What follows belongs to an exercise in optimizing a design on an open flow for small area, a short achievable clock period and few clock cycles per item; a production flow would make more cautious choices.
Only simulation tests tie the RTL to the original design; equivalence was not proved.
No activity file was given, so power comes from the tool's default toggle rates.

## flow/design.v (module list and top-level ports; edited modules follow where they fit)
// module fully_connected_core: 838 lines
// module fc_fa: 4 lines
// module fc_ctlout: 23 lines
// module fc_rdreg: 6 lines
// module fc_areg: 12 lines
// module fc_mreg: 12 lines
// module data_mover_bram: 330 lines
module data_mover_bram
#(
	parameter CNT_BIT = 31,
	parameter DWIDTH = 32,
	parameter AWIDTH = 12,
	parameter MEM_SIZE = 3481,
	parameter IN_DATA_WITDH = 32  
)
(
    input 				clk,
    input 				reset_n,
	input 				i_run,
	input  [CNT_BIT-1:0]	i_num_cnt,
	output   			o_idle,
	output   			o_read,
	output   			o_write,
	output  			o_done,
	output[AWIDTH-1:0] 	addr_b0,
	output 				ce_b0,
	output 				we_b0,
	input [DWIDTH-1:0]  q_b0,
	output[DWIDTH-1:0] 	d_b0,
	output[AWIDTH-1:0] 	addr_b1,
	output 				ce_b1,
	output 				we_b1,
	input [DWIDTH-1:0]  q_b1,
	output[DWIDTH-1:0] 	d_b1,
	output[AWIDTH-1:0] 	addr_b2,
	output 				ce_b2,
	output 				we_b2,
	input [DWIDTH-1:0]  q_b2,
	output[DWIDTH-1:0] 	d_b2,
	output[AWIDTH-1:0] 	addr_b3,
	output 				ce_b3,
	output 				we_b3,
	input [DWIDTH-1:0]  q_b3,
	output[DWIDTH-1:0] 	d_b3,
	output[AWIDTH-1:0] 	addr_b4,
	output 				ce_b4,
	output 				we_b4,
	input [DWIDTH-1:0]  q_b4,
	output[DWIDTH-1:0] 	d_b4,
	output[AWIDTH-1:0] 	addr_b5,
	output 				ce_b5,
	output 				we_b5,
	input [DWIDTH-1:0]  q_b5,
	output[DWIDTH-1:0] 	d_b5,
	output[AWIDTH-1:0] 	addr_b6,
	output 				ce_b6,
	output 				we_b6,
	input [DWIDTH-1:0]  q_b6,
	output[DWIDTH-1:0] 	d_b6,
	output[AWIDTH-1:0] 	addr_b7,
	output 				ce_b7,
	output 				we_b7,
	input [DWIDTH-1:0]  q_b7,
	output[DWIDTH-1:0] 	d_b7,
	output[AWIDTH-1:0] 	addr_b8,
	output 				ce_b8,
	output 				we_b8,
	input [DWIDTH-1:0]  q_b8,
	output[DWIDTH-1:0] 	d_b8,
	output[AWIDTH-1:0] 	addr_b9,
	output 				ce_b9,
	output 				we_b9,
	input [DWIDTH-1:0]  q_b9,
	output[DWIDTH-1:0] 	d_b9,
	output[AWIDTH-1:0] 	addr_b10,
	output 				ce_b10,
	output 				we_b10,
	input [DWIDTH-1:0]  q_b10,
	output[DWIDTH-1:0] 	d_b10,
	output[AWIDTH-1:0] 	addr_b11,
	output 				ce_b11,
	output 				we_b11,
	input [DWIDTH-1:0]  q_b11,
	output[DWIDTH-1:0] 	d_b11,
	output[AWIDTH-1:0] 	addr_b12,
	output 				ce_b12,
	output 				we_b12,
	input [DWIDTH-1:0]  q_b12,
	output[DWIDTH-1:0] 	d_b12,
	output[AWIDTH-1:0] 	addr_b13,
	output 				ce_b13,
	output 				we_b13,
	input [DWIDTH-1:0]  q_b13,
	output[DWIDTH-1:0] 	d_b13,
	output[AWIDTH-1:0] 	addr_b14,
	output 				ce_b14,
	output 				we_b14,
	input [DWIDTH-1:0]  q_b14,
	output[DWIDTH-1:0] 	d_b14,
	output[AWIDTH-1:0] 	addr_b15,
	output 				ce_b15,
	output 				we_b15,
	input [DWIDTH-1:0]  q_b15,
	output[DWIDTH-1:0] 	d_b15,
	output[AWIDTH-1:0] 	addr_b16,
	output 				ce_b16,
	output 				we_b16,
	input [DWIDTH-1:0]  q_b16,
	output[DWIDTH-1:0] 	d_b16,
	output[DWIDTH-1:0]  result_0,
	output[DWIDTH-1:0]  result_1,
	output[DWIDTH-1:0]  result_2,
	output[DWIDTH-1:0]  result_3,
	output[DWIDTH-1:0]  result_4,
	output[DWIDTH-1:0]  result_5,
	output[DWIDTH-1:0]  result_6,
	output[DWIDTH-1:0]  result_7,
	output[DWIDTH-1:0]  result_8,
	output[DWIDTH-1:0]  result_9,
	output[DWIDTH-1:0]  result_10,
	output[DWIDTH-1:0]  result_11,
	output[DWIDTH-1:0]  result_12,
	output[DWIDTH-1:0]  result_13,
	output[DWIDTH-1:0]  result_14,
	output[DWIDTH-1:0]  result_15
    );
  // ...
==> flow/flow/run.sh <==
#!/bin/bash
# Layout flow: the standard ORFS flow (standard.sh, with the standard synthesis), with
# these changes to how the layout is made:
#   - the port buffers that placement inserts start as buf_1 cells (the resizer sizes up
#     the ones on timing paths), not the delay cells it picks by default;
#   - antenna repair after detailed routing may take more rounds.
# ORFS writes each step's full log under orfs/logs/; make's own output goes to make.log.
set -euo pipefail
export BUFFER_PORTS_ARGS="-buffer_cell sky130_fd_sc_hd__buf_1"
export SETUP_SLACK_MARGIN=6.3
export MAX_REPAIR_ANTENNAS_ITER_DRT=15
bash standard.sh finish > make.log 2>&1
==> flow/standard.sh <==
#!/bin/bash
# synth_recipe.tcl (not shown) runs the flow's synth.tcl, then flattens the netlist and writes it again
# the make line also repeats each setting of config.mk as NAME=value (left out here)
make -C /OpenROAD-flow-scripts/flow DESIGN_CONFIG=/design/flow/config.mk WORK_HOME=/design/flow/orfs CLKGATE_MAP_FILE= SYNTH_SCRIPT=/design/flow/synth_recipe.tcl "${@:-finish}"
==> flow/config.mk <==
export PLATFORM = sky130hd
export DESIGN_NAME = data_mover_bram
export DESIGN_NICKNAME = data_mover_bram
export VERILOG_FILES = /design/flow/design.v
export SDC_FILE = /design/flow/constraint.sdc
export NUM_CORES = 8
export LEC_CHECK = 0
export CAP_MARGIN = 40
export CORE_MARGIN = 2
export CORE_UTILIZATION = 60
export CTS_CLUSTER_DIAMETER = 80
export CTS_CLUSTER_SIZE = 24
export SLEW_MARGIN = 40
export SYNTH_HIERARCHICAL = 1
==> flow/constraint.sdc <==
create_clock -name core_clock -period 10.0 [get_ports {clk}]
set_input_delay 2.0000 -clock core_clock [delete_from_list [all_inputs] [get_ports {clk}]]
set_output_delay 2.0000 -clock core_clock [all_outputs]
set_load 0.01 [all_outputs]
==> out/qor.yml, run 1 <==
outcome:
  status: "complete, no violations"
detailed_routing:
  postRouteAntennaNets: 0
  wl_met1_mm: 328.7
  first_iter_violations: 27338
  wl_met3_mm: 109.9
setup_path:
  r2r_slack_ns: 6.22
  crit_start: "n_r[21]"
  cp-end-kind: "flip-flop"
  cp-endpoint: "u_mreg_0.o_m3[28]"
power:
  switching_share_pct: 47.61
  power_density_nw_per_um2: 438.6
final_layout:
  largest_cell_class: "multi-input combinational cells"
  finalNonFillerCells: 29310
  layout_commonest_cell: "xnor2_1"
  fin_area_um2: 265900
  layout_common_cells: "xnor2_1 (3810), dfxtp_1 (2784), a22o_1 (2640)"
  seqCellArea_um2: 64930
  n_all_buffers: 2125
logic_synthesis:
  synth_edf_count: 0
  muxShareOfSynthArea_pct: 0.04449
  synth_compound_area_share_pct: 23.17
clock_tree:
  cts_max_level: 4
die:
  die-area_um2: 422300
worst_hold_path:
  holdCritStartpoint: "lst[4]"
timing:
  finClkSkew_ns: 0.07221
  fin_crit_ns: 3.777
  setup_tns_ns: 0
  final-hold-violation-count: 0
grt:
  grt_use_total_pct: 42.27
Testbench counts, summed over its fixed seeds: cycles 51,412, items 50,068.
==> inputs of run 2 (changes only) <==
==> flow/flow/run.sh (replaced) <==
#!/bin/bash
set -euo pipefail
export BUFFER_PORTS_ARGS="-buffer_cell sky130_fd_sc_hd__buf_1"
export MAX_REPAIR_ANTENNAS_ITER_DRT=15
bash standard.sh finish > make.log 2>&1
--- a/flow/config.mk
+++ b/flow/config.mk
@@ -7,8 +7,9 @@
 export LEC_CHECK = 0
-export CAP_MARGIN = 40
+export CAP_MARGIN = 20
 export CORE_MARGIN = 2
-export CORE_UTILIZATION = 60
+export CORE_UTILIZATION = 50
 export CTS_CLUSTER_DIAMETER = 80
 export CTS_CLUSTER_SIZE = 24
-export SLEW_MARGIN = 40
+export SETUP_SLACK_MARGIN = 5
+export SLEW_MARGIN = 20
 export SYNTH_HIERARCHICAL = 1
==> run 2 against run 1 <==
Against the previous run:
- still clean on timing, DRC and antenna
- clock skew rose by 0.0071 ns
- utilization fell by 11 points
- die area rose by 20%
- wire length rose by 2.3%
- clock power rose by 4.9%
- cell count rose by 3.9%
- register-to-register slack got worse by 0.84 ns
- non-clock buffer count fell by 23
- flip-flop and latch count did not move
- global-route usage fell by 6.1 points
- critical endpoint is now u_mreg_3.o_m3[17]
- largest cell class unchanged
==> out/qor.yml, run 2 <==
setup_path:
  crit_arrival_ns: 5.52  # was 4.62 ns
  cp-end-kind: "flip-flop"  # unchanged
  reg2reg_depth: 8  # was 10
  critPathMaxFanout: 10  # was 15
  critical_path_class: "reg -> reg"  # unchanged
  worstPathRequired_ns: 10.90  # was 10.84 ns
  cp-start-kind: "flip-flop"  # unchanged
clock_tree:
  cts_buffer_depth: 4  # unchanged
  clk_pin_slew_ns: 0.10  # was 0.09 ns
  cts_resized: 0  # was 457
  worstSkewPairLatency_ns: 1.03  # was 1.04 ns
  cts_max_level: 4  # unchanged
  cts_tree: "built"  # unchanged
  cts-root-buf: "clkbuf_16"  # unchanged
  post-cts-setup-buffers: 0  # was 6
  cts_sinks: 3203  # unchanged
  cts_buffers: 207  # was 193
  ctsHoldBuffers: 0  # unchanged
logic_synthesis:
  syn_inst: 23774  # unchanged
  ys_seq_area_share_pct: 25.66  # unchanged
  synthesis.area_um2: 250300  # unchanged
  synth_top_cells_by_count: "xnor2_1 (3850), dfxtp_1 (3184), a22o_1 (2640)"  # unchanged
  yosysTopAreaCell: "dfxtp_1"  # unchanged
  yosysMostFrequentCell: "xnor2_1"  # unchanged
  synth_edf_count: 0  # unchanged
  ys_types: 74  # unchanged
  syn_avg_cell_area_um2: 10.53  # unchanged
  synth_area_leaders: "dfxtp_1 (25%), fa_1 (19%), xnor2_1 (13%)"  # unchanged
  synth_ff_type: "dfxtp_1"  # unchanged
  ys_ff_latch: 3203  # unchanged
  synth-async-reset-ratio_pct: 0.5932  # unchanged
  synth_top_area_share_pct: 25.47  # unchanged
  yosysWarningCount: 12  # unchanged
detailed_routing:
  drt_first_pass_iters: 13  # was 12
  first_iter_violations: 25111  # was 27338
  wl_per_cell_um: 31.33  # was 31.82 µm
  wirelength_mm: 954.0  # was 932.7 mm
  via_count: 201324  # was 204667
  postRouteAntennaNets: 0  # unchanged
  drc_errors: 0  # unchanged
  routed_via_density: 6.611  # was 6.983
die:
  die_w_um: 711.5  # was 649.9 µm
  pin_count: 1876  # unchanged
  die-area_um2: 506200  # was 422300 µm²
  fp.dieH_um: 711.5  # was 649.9 µm
  std_cell_rows: 259  # was 237
  initial_core_util_pct: 50.25  # was 60.16%
  core_area_um2: 498100  # was 416000 µm²
final_layout:
  multi_input_area_um2: 172000  # was 173400 µm²
  seqCellArea_um2: 64430  # was 64930 µm²
  layout_common_cells: "xnor2_1 (3832), dfxtp_1 (3021), a22o_1 (2640)"  # was xnor2_1 (3810), dfxtp_1 (2784), a22o_1 (2640)
  syn_to_final_growth_pct: 5.646  # was 6.230%
  n_fill_cell: 44823  # was 34287
  finalNonFillerCells: 30452  # was 29310
  layout_commonest_cell: "xnor2_1"  # unchanged
  final_nets: 27297  # was 27306
  layout-drive-gt1-share_pct: 7.310  # was 9.925%
  fin_area_um2: 264400  # was 265900 µm²
timing:
  drv_slew: 0  # unchanged
  fin_crit_ns: 4.618  # was 3.777 ns
  rsz0062_at_grt: "no"  # was yes
  slew_headroom_pct: 18.63  # was 41.22%
  final.period_utilization_pct: 46.18  # was 37.77%
  tightest_slew_ns: 1.221  # was 0.8805 ns
  clock.fmax_ghz: 0.2166  # was 0.2648 GHz
  setup_tns_ns: 0  # unchanged
  setup_viol_count_final: 0  # unchanged
  final-hold-violation-count: 0  # unchanged
  finClkSkew_ns: 0.07927  # was 0.07221 ns
grt:
  grt_pass1_vias: 192112  # was 192080
  grt_use_total_pct: 36.18  # was 42.27%
  grt.overflow.total: 0  # unchanged
  grt_pass1_wl_mm: 1373  # was 1339 mm
  antenna_found_initial: 264  # was 260
  grt_max_degree: 94  # was 96
outcome:
  status: "complete, no violations"  # unchanged
placement:
  routabilityCongestion: 0.9647  # was 0.9720
  post_dp_cell_area_um2: 256500  # was 255000 µm²
  dp_cells: 29788  # was 28621
  dp_hpwl_mm: 671.2  # was 647.0 mm
  port_buffers: 1295  # unchanged
power:
  p_total_mw: 116.0  # was 116.6 mW
  power_density_nw_per_um2: 438.5  # was 438.6 nW/µm²
  p_leak_nw: 97.81  # was 98.88 nW
  ir_worst_vdd_mv: 0.5782  # was 0.8232 mV
worst_hold_path:
  worstHoldPathCells: 0  # unchanged
  hold_class: "reg -> reg"  # unchanged
flow_run:
  max_cap_viol_count: 0  # unchanged
==> run 2: cell types whose count changed in the layout (fill, tap and decap cells not counted), sizes merged <==
cell,delta
clkinv,+2
clkbuf,-9
buf,-12
bufinv,-2
clkinvlp,+3
inv,+31
diode,-29
==> run 2: metal layers <==
layer | track usage [%] | vias up | routed length, µm
li1 | - | 85042 | -
met1 | 44.18 | 100311 | 351500
met2 | 55.63 | 13013 | 427600
met3 | 10.38 | 2872 | 103200
met4 | 24.12 | 86 | 71060
met5 | 0 | - | 557
==> run 2: kinds of logic after synthesis <==
| family | share of synthesized area [%] |
|---|---|
| AO/OA/AOI/OAI | 23.17 |
| XOR/XNOR | 14.57 |
| adder cells (fa/ha/maj) | 23.98 |
| buffers and inverters | 6.615 |
| flip-flops | 25.66 |
| multiplexers | 0.04449 |
| other | 0.02549 |
| AND/OR/NAND/NOR | 5.935 |
==> run 2: worst max-delay path: stages (launching register included) <==
cell	delay [ns]
dfxtp_2	1.03
ha_1	0.46
a21o_1	0.23
a221oi_2	0.44
o21bai_1	0.26
a221oi_1	0.76
o21ai_0	0.36
xor2_4	0.68
buf_16	0.25
==> run 2: cell type report <==
type | count | area share, %
repair buffers | 2102 | 4.175
clock buffers | 227 | 2.014
diodes | 308 | 0.2915
inverters | 188 | 0.2669
multi-input cells | 17641 | 65.06
clock inverters | 128 | 0.6795
well taps | 6655 | 3.149
flip-flops and latches | 3203 | 24.37
==> run 2: metrics by stage <==
step | util (%) | hold WS [ns] | setup slack [ns]
6_report | 53.09 | 0.3564 | 5.382
5_1_grt | 53.02 | 0.3688 | 5.236
4_1_cts | 52.93 | 0.3572 | 5.373
3_5_place_dp | 51.50 | 0.3347 | 5.424
3_3_place_gp | 51.47 | 0.3317 | 5.005
2_1_floorplan | - | 0.3258 | 5.955
==> run 2: Yosys stat by module (local to each module, per instance) <==
module / flops+latches / cells inside
fc_rdreg: 1 / 1
data_mover_bram: 58 / 1045
fully_connected_core: 157 / 1236
fc_fa: 0 / 1
fc_mreg: 64 / 64
fc_ctlout: 16 / 16
fc_areg: 13 / 13
==> run 2: power by group <==
| group | total [mW] | switching [mW] | internal (mW) |
|---|---|---|---|
| clock network | 9.68 | 5.36 | 4.32 |
| registers | 22.2 | 3.59 | 18.7 |
| logic | 84.0 | 46.3 | 37.7 |
| total | 116 | 55.3 | 60.7 |
==> run 2: final timing paths <==
path,startpoint,slack [ns],endpoint
max,n_r[5],5.38,u_mreg_3.o_m3[17]
max in group asynchronous,reset_n,8.45,fst[2]
min reg2reg,fst[1],0.36,fst[2]
max reg2reg,n_r[5],5.38,u_mreg_3.o_m3[17]
min,fst[1],0.36,fst[2]
min in group asynchronous,reset_n,1.00,vld_w
==> inputs of run 3 (changes only) <==
==> flow/run.sh (new file) <==
#!/bin/bash
# synth_recipe.tcl (not shown) runs the flow's synth.tcl, then flattens the netlist and writes it again
# the make line also repeats each setting of config.mk as NAME=value (left out here)
make -C /OpenROAD-flow-scripts/flow DESIGN_CONFIG=/design/flow/config.mk WORK_HOME=/design/flow/orfs CLKGATE_MAP_FILE= SYNTH_SCRIPT=/design/flow/synth_recipe.tcl finish
removed: flow/flow/run.sh
removed: flow/standard.sh
==> run 3 against run 2 <==
Against the previous run:
- the layout now fails its checks (antenna rules)
- synthesized area unchanged
- via count decreased by 0.22%
- maximum frequency increased by 1.4%
==> out/qor.yml, run 3 <==
final_layout:
  final_nets: 27307  # was 27297
  layout-drive-gt1-share_pct: 7.357  # was 7.310%
  syn_to_final_growth_pct: 8.869  # was 5.646%
  fin_util_pct: 54.71  # was 53.09%
  layout_commonest_cell: "xnor2_1"  # unchanged
  layout_common_cells: "xnor2_1 (3832), dfxtp_1 (3019), a22o_1 (2640)"  # was xnor2_1 (3832), dfxtp_1 (3021), a22o_1 (2640)
  fin_area_um2: 272500  # was 264400 µm²
placement:
  port_buffers: 1295  # unchanged
  routabilityCongestion: 0.9466  # was 0.9647
  post_dp_cell_area_um2: 264600  # was 256500 µm²
  dp_hpwl_mm: 673.6  # was 671.2 mm
logic_synthesis:
  synth_area_leaders: "dfxtp_1 (25%), fa_1 (19%), xnor2_1 (13%)"  # unchanged
  synth-async-reset-ratio_pct: 0.5932  # unchanged
  yosysTopAreaCell: "dfxtp_1"  # unchanged
  yosysMostFrequentCell: "xnor2_1"  # unchanged
  ys_ff_latch: 3203  # unchanged
  synth_ff_type: "dfxtp_1"  # unchanged
  yosysWarningCount: 12  # unchanged
  syn_avg_cell_area_um2: 10.53  # unchanged
  synth_top_cells_by_count: "xnor2_1 (3850), dfxtp_1 (3184), a22o_1 (2640)"  # unchanged
  synthesis.area_um2: 250300  # unchanged
  syn_inst: 23774  # unchanged
  ys_seq_area_share_pct: 25.66  # unchanged
  synth_top_area_share_pct: 25.47  # unchanged
  synth_edf_count: 0  # unchanged
  ys_types: 74  # unchanged
setup_path:
  worstPathRequired_ns: 10.87  # was 10.90 ns
  cp_cell_sequence: "ha_2 -> fa_2 -> a21o_1 -> a221oi_2 -> a211o_2 -> o311a_4 -> nor2_4 -> a41oi_2 -> xnor2_2 -> buf_4"  # was ha_1 -> a21o_1 -> a221oi_2 -> o21bai_1 -> a221oi_1 -> o21ai_0 -> xor2_4 -> buf_16
  cp-end-kind: "flip-flop"  # unchanged
  cpMaxStageDelayCell: "dfxtp_2"  # unchanged
  crit_start: "n_r[1]"  # was n_r[5]
  regToRegStartpoint: "n_r[1]"  # was n_r[5]
  critical_path_class: "reg -> reg"  # unchanged
  crit_arrival_ns: 5.42  # was 5.52 ns
  cpPeakStageDelay_ns: 0.92  # was 1.03 ns
  cp-start-kind: "flip-flop"  # unchanged
  critPathMaxFanout: 11  # was 10
detailed_routing:
  wl_per_cell_um: 31.45  # was 31.33 µm
  wirelength_mm: 956.5  # was 954.0 mm
  drt_first_pass_iters: 13  # unchanged
  first_iter_violations: 24686  # was 25111
  via_count: 200886  # was 201324
  drc_errors: 0  # unchanged
  postRouteAntennaNets: 1  # was 0
  routed_via_density: 6.606  # was 6.611
die:
  core_area_um2: 498100  # unchanged
  pin_count: 1876  # unchanged
  initial_core_util_pct: 50.25  # unchanged
  fp.dieH_um: 711.5  # unchanged
  std_cell_rows: 259  # unchanged
  die-area_um2: 506200  # unchanged
  die_w_um: 711.5  # unchanged
grt:
  antenna_found_initial: 235  # was 264
  grt_use_total_pct: 36.29  # was 36.18%
  grt_max_degree: 97  # was 94
  grt_pass1_vias: 193258  # was 192112
  grt_pass1_wl_mm: 1377  # was 1373 mm
  grt.overflow.total: 0  # unchanged
power:
  power_density_nw_per_um2: 430.7  # was 438.5 nW/µm²
  p_total_mw: 117.3  # was 116.0 mW
  p_leak_nw: 101.4  # was 97.81 nW
  ir_worst_vdd_mv: 0.4752  # was 0.5782 mV
timing:
  slew_headroom_pct: 20.96  # was 18.63%
  final-hold-violation-count: 0  # unchanged
  finClkSkew_ns: 0.07566  # was 0.07927 ns
  rsz0062_at_grt: "no"  # unchanged
  final.period_utilization_pct: 45.55  # was 46.18%
  drv_slew: 0  # unchanged
  setup_tns_ns: 0  # unchanged
  fin_crit_ns: 4.555  # was 4.618 ns
  clock.fmax_ghz: 0.2196  # was 0.2166 GHz
  tightest_slew_ns: 1.180  # was 1.221 ns
  setup_viol_count_final: 0  # unchanged
clock_tree:
  cts_tree: "built"  # unchanged
  cts_buffer_depth: 4  # unchanged
  cts-root-buf: "clkbuf_16"  # unchanged
  cts_resized: 0  # unchanged
  cts_sinks: 3203  # unchanged
  ctsHoldBuffers: 0  # unchanged
  cts_buffers: 209  # was 207
  clk_pin_slew_ns: 0.10  # about the same
  worstSkewPairLatency_ns: 0.99  # was 1.03 ns
  cts_max_level: 4  # unchanged
  post-cts-setup-buffers: 0  # unchanged
outcome:
  status: "finished with violations"  # was complete, no violations
  check.faults: "antenna rules"
worst_hold_path:
  holdCritStartpoint: "lst[3]"  # was fst[1]
  hold_class: "reg -> reg"  # unchanged
flow_run:
  max_cap_viol_count: 0  # unchanged
## run 3: cells by family (layout without fill, tap and decap cells)
kind of cell,after synthesis,count (layout),share of synthesized area (%)
AOI/OAI and AO/OA,6899,6899,23.17
adders and majority gates,3376,3376,23.98
xor gates and xnor gates,4135,4135,14.57
DFF,3203,3203,25.66
and+or+nand+nor,2643,2643,5.935
muxes,11,11,0.04449
buffers and inverters,3490,2657,6.615
other,17,832,0.02549
## run 3: worst paths after layout
kind	endpoint	slack [ns]	cells after the start
max reg2reg	u_mreg_7.o_m3[29]	5.45	10
min in group asynchronous	u_ctlout.o_rd	1.38	2
max	u_mreg_7.o_m3[29]	5.45	10
min	lst[4]	0.36	0
min reg2reg	lst[4]	0.36	0
max in group asynchronous	st_idle	8.32	2
## run 3: stage by stage
step	std cells	setup WS [ns]	hold slack, ns
floorplan	24334	5.955	0.3258
global placement	29795	4.858	0.3321
detailed placement	29797	5.093	0.3387
CTS	30156	5.510	0.3612
global route	30306	5.385	0.3636
finish	30411	5.445	0.3579
## run 3: critical path, delay by kind of cell, from the launching register on
kind | cells | cell delay (ns)
flops | 1 | 0.92
xor+xnor | 1 | 0.92
buf+inv | 1 | 0.45
fa+ha+maj | 2 | 0.63
compound gates | 5 | 1.20
simple gates | 1 | 0.26
## run 3: routing by layer
metal / wire length (µm) / vias to the layer above / track usage, %
li1: - / 84971 / -
met1: 351100 / 100147 / 44.17
met2: 427800 / 12901 / 55.88
met3: 102300 / 2813 / 9.840
met4: 75020 / 54 / 25.36
met5: 373 / - / 0
## run 3: cell type report
type | instances | area [µm²]
Fill cell | 43773 | 225600
Multi-Input combinational cell | 17641 | 172000
Sequential cell | 3203 | 64430
Timing Repair Buffer | 2110 | 19130
Tap cell | 6655 | 8327
Clock buffer | 235 | 5482
Clock inverter | 124 | 1753
Inverter | 188 | 705.7
Antenna cell | 255 | 638.1
## run 3: report_power, final
| group | internal (mW) | switching, mW |
|---|---|---|
| logic | 39.1 | 46.2 |
| registers | 18.7 | 3.63 |
| clock network | 4.37 | 5.38 |
## run 3: per-module statistics from Yosys (local to each module, per instance)
module | area [µm²] | cells inside
fc_mreg | 1281 | 64
fully_connected_core | 11410 | 1236
fc_areg | 260.2 | 13
data_mover_bram | 8527 | 1045
fc_fa | 20.02 | 1
fc_rdreg | 25.02 | 1
fc_ctlout | 341.6 | 16
==> inputs of run 4 (changes only) <==
--- a/flow/config.mk
+++ b/flow/config.mk
@@ -7,5 +7,5 @@
 export LEC_CHECK = 0
-export CAP_MARGIN = 20
+export CAP_MARGIN = 40
 export CORE_MARGIN = 2
-export CORE_UTILIZATION = 50
+export CORE_UTILIZATION = 60
 export CTS_CLUSTER_DIAMETER = 80
@@ -13,3 +13,3 @@
 export SETUP_SLACK_MARGIN = 5
-export SLEW_MARGIN = 20
+export SLEW_MARGIN = 40
 export SYNTH_HIERARCHICAL = 1
==> run 4 against run 3 <==
Against the previous run:
- sequential power is essentially flat
- via count grew 1.9%
- die area shrank 17%
- now clean on timing, DRC and antenna
- first-iteration DRC count grew 15%
- register-to-register slack gained 0.28 ns
- cell area shrank 0.81%
- combinational power grew 0.7%
- maximum frequency grew 2.3%
==> out/qor.yml, run 4 <==
grt:
  antenna_found_initial: 238  # was 235
  met2_usage_pct: 62.98  # was 55.88%
  grt_pass1_wl_mm: 1350  # was 1377 mm
  gr-usage-met1_pct: 51.71  # was 44.17%
  grt_util_met3_pct: 13.15  # was 9.840%
  grt.overflow.total: 0  # unchanged
  grt_max_degree: 65  # was 97
  grt_pass1_vias: 194074  # was 193258
  grt_busiest_layer: "met2"  # unchanged
  grt_use_total_pct: 42.71  # was 36.29%
setup_path:
  crit_arrival_ns: 2.45  # was 5.42 ns
  cp-endpoint: "result_2[12]"  # was u_mreg_7.o_m3[29]
  cp_cell_sequence: "clkdlybuf4s50_1"  # was ha_2 -> fa_2 -> a21o_1 -> a221oi_2 -> a211o_2 -> o311a_4 -> nor2_4 -> a41oi_2 -> xnor2_2 -> buf_4
  reg2reg_depth: 13  # was 10
  cpPeakStageDelay_ns: 0.74  # was 0.92 ns
  critical_path_class: "reg -> out"  # was reg -> reg
  crit_family: "buffers and inverters"  # was compound AO/OA/AOI/OAI gates
  cp-end-kind: "output port"  # was flip-flop
  cp-start-kind: "flip-flop"  # unchanged
  regToRegStartpoint: "u_mreg_2.o_m1[2]"  # was n_r[1]
  cp_num_cells: 1  # was 10
  r2r_slack_ns: 5.73  # was 5.45 ns
  crit_buf_inv: 1  # unchanged
  crit-reg2reg-capture: "u_lane_5.r0_r[31]"  # was u_mreg_7.o_m3[29]
  cpMaxStageDelayCell: "clkdlybuf4s50_1"  # was dfxtp_2
  crit_start: "u_lane_2.acc[12]"  # was n_r[1]
  critPathMaxFanout: 2  # was 11
  worstPathRequired_ns: 8.00  # was 10.87 ns
timing:
  final.period_utilization_pct: 44.54  # was 45.55%
  fin_crit_ns: 4.454  # was 4.555 ns
  drv_slew: 0  # unchanged
  fin_ws_ns: 5.546  # was 5.445 ns
  hold_ws_ns: 0.3552  # was 0.3579 ns
  setup_viol_count_final: 0  # unchanged
  setup_tns_ns: 0  # unchanged
  rsz0062_at_grt: "no"  # unchanged
  final-hold-violation-count: 0  # unchanged
  tightest_slew_ns: 0.9768  # was 1.180 ns
  finClkSkew_ns: 0.06400  # was 0.07566 ns
  slew_headroom_pct: 34.79  # was 20.96%
  clock.fmax_ghz: 0.2245  # was 0.2196 GHz
worst_hold_path:
  worstHoldPathCells: 0  # unchanged
  hold_class: "reg -> reg"  # unchanged
final_layout:
  n_fill_cell: 33830  # was 43773
  layout_common_cells: "xnor2_1 (3832), dfxtp_1 (2991), a22o_1 (2640)"  # was xnor2_1 (3832), dfxtp_1 (3019), a22o_1 (2640)
  final_nets: 27263  # was 27307
  layout_commonest_cell: "xnor2_1"  # unchanged
  layout-drive-gt1-share_pct: 7.185  # was 7.357%
  fin_area_um2: 270300  # was 272500 µm²
  syn_to_final_growth_pct: 7.987  # was 8.869%
die:
  die-area_um2: 422300  # was 506200 µm²
  fp.dieH_um: 649.9  # was 711.5 µm
  pin_count: 1876  # unchanged
  std_cell_rows: 237  # was 259
  core_area_um2: 416000  # was 498100 µm²
  die_w_um: 649.9  # was 711.5 µm
  initial_core_util_pct: 60.16  # was 50.25%
detailed_routing:
  postRouteAntennaNets: 0  # was 1
  wl_per_cell_um: 32.03  # was 31.45 µm
  routed_via_density: 7.004  # was 6.606
  drc_errors: 0  # unchanged
  drt_first_pass_iters: 14  # was 13
  wirelength_mm: 935.9  # was 956.5 mm
  via_count: 204640  # was 200886
  first_iter_violations: 28377  # was 24686
clock_tree:
  cts_resized: 0  # unchanged
  cts_tree: "built"  # unchanged
  cts_buffer_depth: 4  # unchanged
  post-cts-setup-buffers: 0  # unchanged
  cts_sinks: 3203  # unchanged
  ctsHoldBuffers: 0  # unchanged
  clk_pin_slew_ns: 0.09  # was 0.10 ns
  cts_buffers: 192  # was 209
  cts_max_level: 4  # unchanged
  worstSkewPairLatency_ns: 1.04  # was 0.99 ns
  cts-root-buf: "clkbuf_16"  # unchanged
logic_synthesis:
  synth_edf_count: 0  # unchanged
  syn_avg_cell_area_um2: 10.53  # unchanged
  synthesis.area_um2: 250300  # unchanged
  ys_seq_area_share_pct: 25.66  # unchanged
  ys_types: 74  # unchanged
  synth_ff_type: "dfxtp_1"  # unchanged
  synth_top_area_share_pct: 25.47  # unchanged
  synth_top_cells_by_count: "xnor2_1 (3850), dfxtp_1 (3184), a22o_1 (2640)"  # unchanged
  yosysMostFrequentCell: "xnor2_1"  # unchanged
  synth-async-reset-ratio_pct: 0.5932  # unchanged
  synth_area_leaders: "dfxtp_1 (25%), fa_1 (19%), xnor2_1 (13%)"  # unchanged
  yosysTopAreaCell: "dfxtp_1"  # unchanged
  ys_ff_latch: 3203  # unchanged
  syn_inst: 23774  # unchanged
  yosysWarningCount: 12  # unchanged
placement:
  dp_hpwl_mm: 654.9  # was 673.6 mm
  routabilityCongestion: 0.9681  # was 0.9466
  port_buffers: 1295  # unchanged
  dpl_worst_slack_ns: 5.173  # was 5.093 ns
  post_dp_cell_area_um2: 263100  # was 264600 µm²
power:
  p_leak_nw: 100.9  # was 101.4 nW
  p_total_mw: 117.5  # was 117.3 mW
  power_density_nw_per_um2: 434.7  # was 430.7 nW/µm²
  ir_worst_vdd_mv: 0.8450  # was 0.4752 mV
flow_run:
  max_cap_viol_count: 0  # unchanged
outcome:
  status: "complete, no violations"  # was finished with violations
run 4: worst reg2reg max path, cell delays in order (launching register included):
cell,delay (ns)
dfxtp_2,0.90
buf_4,0.50
a22o_1,0.23
a221oi_1,0.05
xnor2_1,0.17
fa_1,0.45
fa_1,0.46
fa_1,0.39
xnor2_1,0.15
xnor2_1,0.26
xnor2_1,0.18
xnor2_1,0.17
xnor2_1,0.16
xnor2_1,0.14
run 4: kinds of logic after synthesis:
logic type / synth area share [%]
buf+inv: 6.615
mux: 0.04449
simple gates: 5.935
flops: 25.66
xor+xnor: 14.57
fa+ha+maj: 23.98
compound gates: 23.17
other cells: 0.02549
run 4: final cells by class:
| type | instances | area [µm²] | share of cell area, % |
|---|---|---|---|
| diodes | 296 | 740.7 | 0.2741 |
| clock buffers | 218 | 5057 | 1.871 |
| clock inverters | 92 | 1339 | 0.4953 |
| inverters | 188 | 705.7 | 0.2611 |
| multi-input cells | 17641 | 172000 | 63.66 |
| flip-flops and latches | 3203 | 64530 | 23.87 |
| well taps | 5497 | 6878 | 2.545 |
| repair buffers | 2083 | 18980 | 7.022 |
run 4: metrics by stage:
step	std cells	utilization [%]
2_1_floorplan	24334	-
3_3_place_gp	28599	63.16
3_5_place_dp	28609	63.24
4_1_cts	28919	64.77
5_1_grt	29059	64.87
6_report	29218	64.96
run 4: worst min path at each step:
stage,slack [ns],startpoint,to
2_1_floorplan,0.33,u_lane_0.e_r[4],u_lane_0.r0_r[0]
3_3_place_gp,0.33,fst[1],fst[2]
3_5_place_dp,0.33,fst[0],fst[1]
4_1_cts,0.36,fst[0],fst[1]
5_1_grt,0.37,fst[0],fst[1]
6_report,0.36,fst[0],fst[1]
run 4: where the power goes:
part	switching, mW	internal, mW	leakage (nW)
combinational	46.7	39.2	70.8
sequential	3.87	18.7	27.0
clock	5.06	3.99	3.09
run 4: modules after synthesis (local to each module, per instance):
module / cells inside / area, µm²
data_mover_bram: 1045 / 8527
fc_ctlout: 16 / 341.6
fc_areg: 13 / 260.2
fc_fa: 1 / 20.02
fc_mreg: 64 / 1281
fully_connected_core: 1236 / 11410
fc_rdreg: 1 / 25.02
run 4: routing by layer:
layer | wire length [µm] | part of all wire (%) | vias up
met2 | 402100 | 43 | 14956
met3 | 114400 | 12 | 3613
met5 | 481 | 0.051 | -
li1 | - | - | 84931
met1 | 331200 | 35 | 101068
met4 | 87670 | 9.4 | 72
==> inputs of run 5 (changes only) <==
--- a/flow/config.mk
+++ b/flow/config.mk
@@ -7,5 +7,5 @@
 export LEC_CHECK = 0
-export CAP_MARGIN = 40
+export CAP_MARGIN = 30
 export CORE_MARGIN = 2
-export CORE_UTILIZATION = 60
+export CORE_UTILIZATION = 45
 export CTS_CLUSTER_DIAMETER = 80
@@ -13,3 +13,3 @@
 export SETUP_SLACK_MARGIN = 5
-export SLEW_MARGIN = 40
+export SLEW_MARGIN = 30
 export SYNTH_HIERARCHICAL = 1
==> run 5 against run 4 <==
Against the previous run:
- synthesized cell count is the same
- cell count grew 6.8%
- worst hold slack lost 0.0022 ns
- maximum frequency shrank 2.4%
- first-iteration DRC count shrank 6.5%
- clock skew grew 0.0055 ns
- sequential power is essentially flat
- combinational power shrank 0.9%
- flip-flop and latch count is the same
- clock power grew 13%
- worst setup slack lost 0.11 ns
- critical path type is now reg -> reg
==> out/qor.yml, run 5 <==
timing:
  final-hold-violation-count: 0  # unchanged
  drv_slew: 0  # unchanged
  setup_viol_count_final: 0  # unchanged
  fin_crit_ns: 4.562  # was 4.454 ns
  slew_headroom_pct: 27.60  # was 34.79%
  clock.fmax_ghz: 0.2192  # was 0.2245 GHz
  setup_tns_ns: 0  # unchanged
  finClkSkew_ns: 0.06951  # was 0.06400 ns
  tightest_slew_ns: 1.084  # was 0.9768 ns
  final.period_utilization_pct: 45.62  # was 44.54%
  rsz0062_at_grt: "no"  # unchanged
clock_tree:
  cts_max_level: 4  # unchanged
  cts_sinks: 3203  # unchanged
  post-cts-setup-buffers: 0  # unchanged
  cts_resized: 0  # unchanged
  cts_tree: "built"  # unchanged
  cts_buffers: 217  # was 192
  cts_buffer_depth: 4  # unchanged
  ctsHoldBuffers: 0  # unchanged
  worstSkewPairLatency_ns: 1.04  # about the same
  clk_pin_slew_ns: 0.08  # was 0.09 ns
  cts-root-buf: "clkbuf_16"  # unchanged
logic_synthesis:
  syn_inst: 23774  # unchanged
  yosysMostFrequentCell: "xnor2_1"  # unchanged
  synth-async-reset-ratio_pct: 0.5932  # unchanged
  ys_seq_area_share_pct: 25.66  # unchanged
  ys_ff_latch: 3203  # unchanged
  syn_avg_cell_area_um2: 10.53  # unchanged
  synth_top_area_share_pct: 25.47  # unchanged
  yosysTopAreaCell: "dfxtp_1"  # unchanged
  synth_ff_type: "dfxtp_1"  # unchanged
  ys_types: 74  # unchanged
  synth_edf_count: 0  # unchanged
  synth_area_leaders: "dfxtp_1 (25%), fa_1 (19%), xnor2_1 (13%)"  # unchanged
  synthesis.area_um2: 250300  # unchanged
  yosysWarningCount: 12  # unchanged
  synth_top_cells_by_count: "xnor2_1 (3850), dfxtp_1 (3184), a22o_1 (2640)"  # unchanged
placement:
  dp_hpwl_mm: 690.5  # was 654.9 mm
  dp_cells: 30455  # was 28609
  port_buffers: 1295  # unchanged
  routabilityCongestion: 0.9386  # was 0.9681
  post_dp_cell_area_um2: 265600  # was 263100 µm²
setup_path:
  crit_buf_inv: 1  # unchanged
  worstPathRequired_ns: 10.87  # was 8.00 ns
  cpMostUsedCell: "xnor2_1"
  cpPeakStageDelay_ns: 0.62  # was 0.74 ns
  critPathMaxFanout: 54  # was 2
  crit_arrival_ns: 5.43  # was 2.45 ns
  cp_cell_sequence: "buf_4 -> a22o_1 -> a221oi_1 -> xnor2_1 -> fa_1 -> fa_1 -> fa_1 -> xnor2_1 -> xnor2_1 -> xnor2_1 -> xnor2_1 -> xnor2_1 -> xnor2_1"  # was clkdlybuf4s50_1
  cp-start-kind: "flip-flop"  # unchanged
  cpMaxStageDelayCell: "buf_4"  # was clkdlybuf4s50_1
  crit_family: "XOR/XNOR gates"  # was buffers and inverters
  critical_path_class: "reg -> reg"  # was reg -> out
  cp-end-kind: "flip-flop"  # was output port
final_layout:
  seqCellArea_um2: 64450  # was 64530 µm²
  finalNonFillerCells: 31192  # was 29218
  layout_commonest_cell: "xnor2_1"  # unchanged
  syn_to_final_growth_pct: 9.578  # was 7.987%
  n_fill_cell: 50338  # was 33830
  layout_common_cells: "xnor2_1 (3832), dfxtp_1 (3020), a22o_1 (2640)"  # was xnor2_1 (3832), dfxtp_1 (2991), a22o_1 (2640)
  multi_input_area_um2: 172000  # about the same
  fin_area_um2: 274300  # was 270300 µm²
  layout-drive-gt1-share_pct: 7.580  # was 7.185%
  final_nets: 27342  # was 27263
grt:
  grt_pass1_vias: 193371  # was 194074
  grt_pass1_wl_mm: 1403  # was 1350 mm
  grt.overflow.total: 0  # unchanged
  grt_use_total_pct: 33.50  # was 42.71%
  grt_max_degree: 63  # was 65
  antenna_found_initial: 267  # was 238
detailed_routing:
  routed_via_density: 6.496  # was 7.004
  wl_per_cell_um: 31.47  # was 32.03 µm
  drc_errors: 0  # unchanged
  via_count: 202628  # was 204640
  postRouteAntennaNets: 0  # unchanged
  first_iter_violations: 26534  # was 28377
  wirelength_mm: 981.7  # was 935.9 mm
  drt_first_pass_iters: 10  # was 14
power:
  p_leak_nw: 101.8  # was 100.9 nW
  power_density_nw_per_um2: 429.6  # was 434.7 nW/µm²
  ir_worst_vdd_mv: 0.4705  # was 0.8450 mV
die:
  core_area_um2: 553400  # was 416000 µm²
  fp.dieH_um: 749.8  # was 649.9 µm
  std_cell_rows: 273  # was 237
  die_w_um: 749.8  # was 649.9 µm
  initial_core_util_pct: 45.23  # was 60.16%
  pin_count: 1876  # unchanged
  die-area_um2: 562200  # was 422300 µm²
flow_run:
  max_cap_viol_count: 0  # unchanged
worst_hold_path:
  hold_class: "reg -> reg"  # unchanged
outcome:
  status: "complete, no violations"  # unchanged
==> run 5: cell counts after synthesis <==
No cell type changed its count.
==> run 5: final timing paths <==
check                                       from                 to  slack (ns)  depth (start not counted)
worst min register to register           n_r[31]  u_mreg_2.o_m1[31]        0.35                          0
max in group asynchronous                reset_n              vld_w        8.72                          1
min in group asynchronous                reset_n            st_done        0.93                          1
worst max register to register  u_mreg_1.o_m1[5]  u_lane_2.r0_r[31]        5.44                         13
worst max-delay path            u_mreg_1.o_m1[5]  u_lane_2.r0_r[31]        5.44                         13
worst min-delay path                     n_r[31]  u_mreg_2.o_m1[31]        0.35                          0
==> run 5: metal layers <==
layer	GRT usage (%)	vias up	wire length [µm]
met5	0.1954	-	572
met4	21.08	84	67690
li1	-	85241	-
met2	49.85	13237	426300
met3	9.627	2699	110500
met1	42.71	101367	376600
==> run 5: cells by family (layout without fill, tap and decap cells) <==
family	count (synthesis)	count (layout)	share of synthesized area, %
buf+inv	3490	2705	6.615
simple gates	2643	2643	5.935
flops	3203	3203	25.66
compound gates	6899	6899	23.17
fa+ha+maj	3376	3376	23.98
mux	11	11	0.04449
xor+xnor	4135	4135	14.57
other cells	17	933	0.02549
==> run 5: metrics by stage <==
step | power (mW) | worst slack (ns) | utilization, % | hold WS [ns]
floorplan | 83.23 | 5.955 | - | 0.3258
global placement | 105.7 | 4.843 | 47.98 | 0.3309
detailed placement | 106.5 | 5.142 | 47.99 | 0.3341
CTS | 117.6 | 5.545 | 49.40 | 0.3534
global route | 128.6 | 5.350 | 49.48 | 0.3589
finish | 117.8 | 5.438 | 49.56 | 0.3530
==> run 5: modules after synthesis, one instance, submodules excluded <==
module	copies in the design	cells inside	area (µm²)	flops+latches
data_mover_bram	1	1045	8527	58
fc_rdreg	1	1	25.02	1
fc_mreg	8	64	1281	64
fc_ctlout	1	16	341.6	16
fc_areg	8	13	260.2	13
fc_fa	2320	1	20.02	0
fully_connected_core	16	1236	11410	157
==> run 5: layout make-up <==
class	instances	share of cell area, %
tap	7287	3.324
sequential	3203	23.50
multi-input combinational	17641	62.72
clock inverter	146	0.7920
timing repair buffer	2137	7.040
inverter	188	0.2573
clock buffer	234	2.044
antenna	356	0.3248
==> run 5: worst reg2reg max path, cell delays in order, from the launching register on <==
cell and delay [ns]:
dfxtp_2 0.32, buf_4 0.62, a22o_1 0.26, a221oi_1 0.06, xnor2_1 0.22, fa_1 0.58, fa_1 0.48, fa_1 0.39
xnor2_1 0.44, xnor2_1 0.17, xnor2_1 0.20, xnor2_1 0.16, xnor2_1 0.11, xnor2_1 0.42
==> run 5: power by group <==
| part | internal, mW | switching, mW | total [mW] |
|---|---|---|---|
| Combinational | 39.1 | 46.0 | 85.1 |
| Clock | 4.60 | 5.64 | 10.2 |
| Sequential | 18.7 | 3.85 | 22.5 |

==> afterwards: timing with drivers on the ports <==
No port has a modelled driver above. Below, the same layouts with a new extraction and two added sets of constraints.
Step 1 (the two cells are an assumption about what drives the block):
set clk [get_ports {clk}]
set_driving_cell -lib_cell sky130_fd_sc_hd__clkbuf_16 $clk
set_driving_cell -lib_cell sky130_fd_sc_hd__buf_2 [delete_from_list [all_inputs] $clk]
Step 2 moves the port delays by t, midway between the first and last clock arrival at a register: inputs arrive t later, outputs are due t later. That takes back most of the time a late clock gives input paths.
Three values: ideal ports, drivers, drivers and shift; two values: the first two.
| run | t (ns) | slack for setup (ns) | worst setup path after step 2 | latest minus earliest clock arrival (ns) |
|---|---|---|---|---|
| run 1 | 1.135 | 6.223 / 6.179 / 5.558 | input to register | 0.075 / 0.075 |
| run 2 | 1.130 | 5.382 / 5.382 / 5.382 | register to register | 0.099 / 0.100 |
| run 3 | 1.095 | 5.445 / 5.445 / 5.011 | input to register | 0.089 / 0.089 |
| run 4 | 1.138 | 5.546 / 5.412 / 5.062 | input to register | 0.077 / 0.078 |
| run 5 | 1.137 | 5.438 / 5.438 / 5.068 | input to register | 0.073 / 0.073 |
For run 1, which loses most, drivers alone change the setup slack by -0.044 ns; drivers and shift together by -0.665 ns.
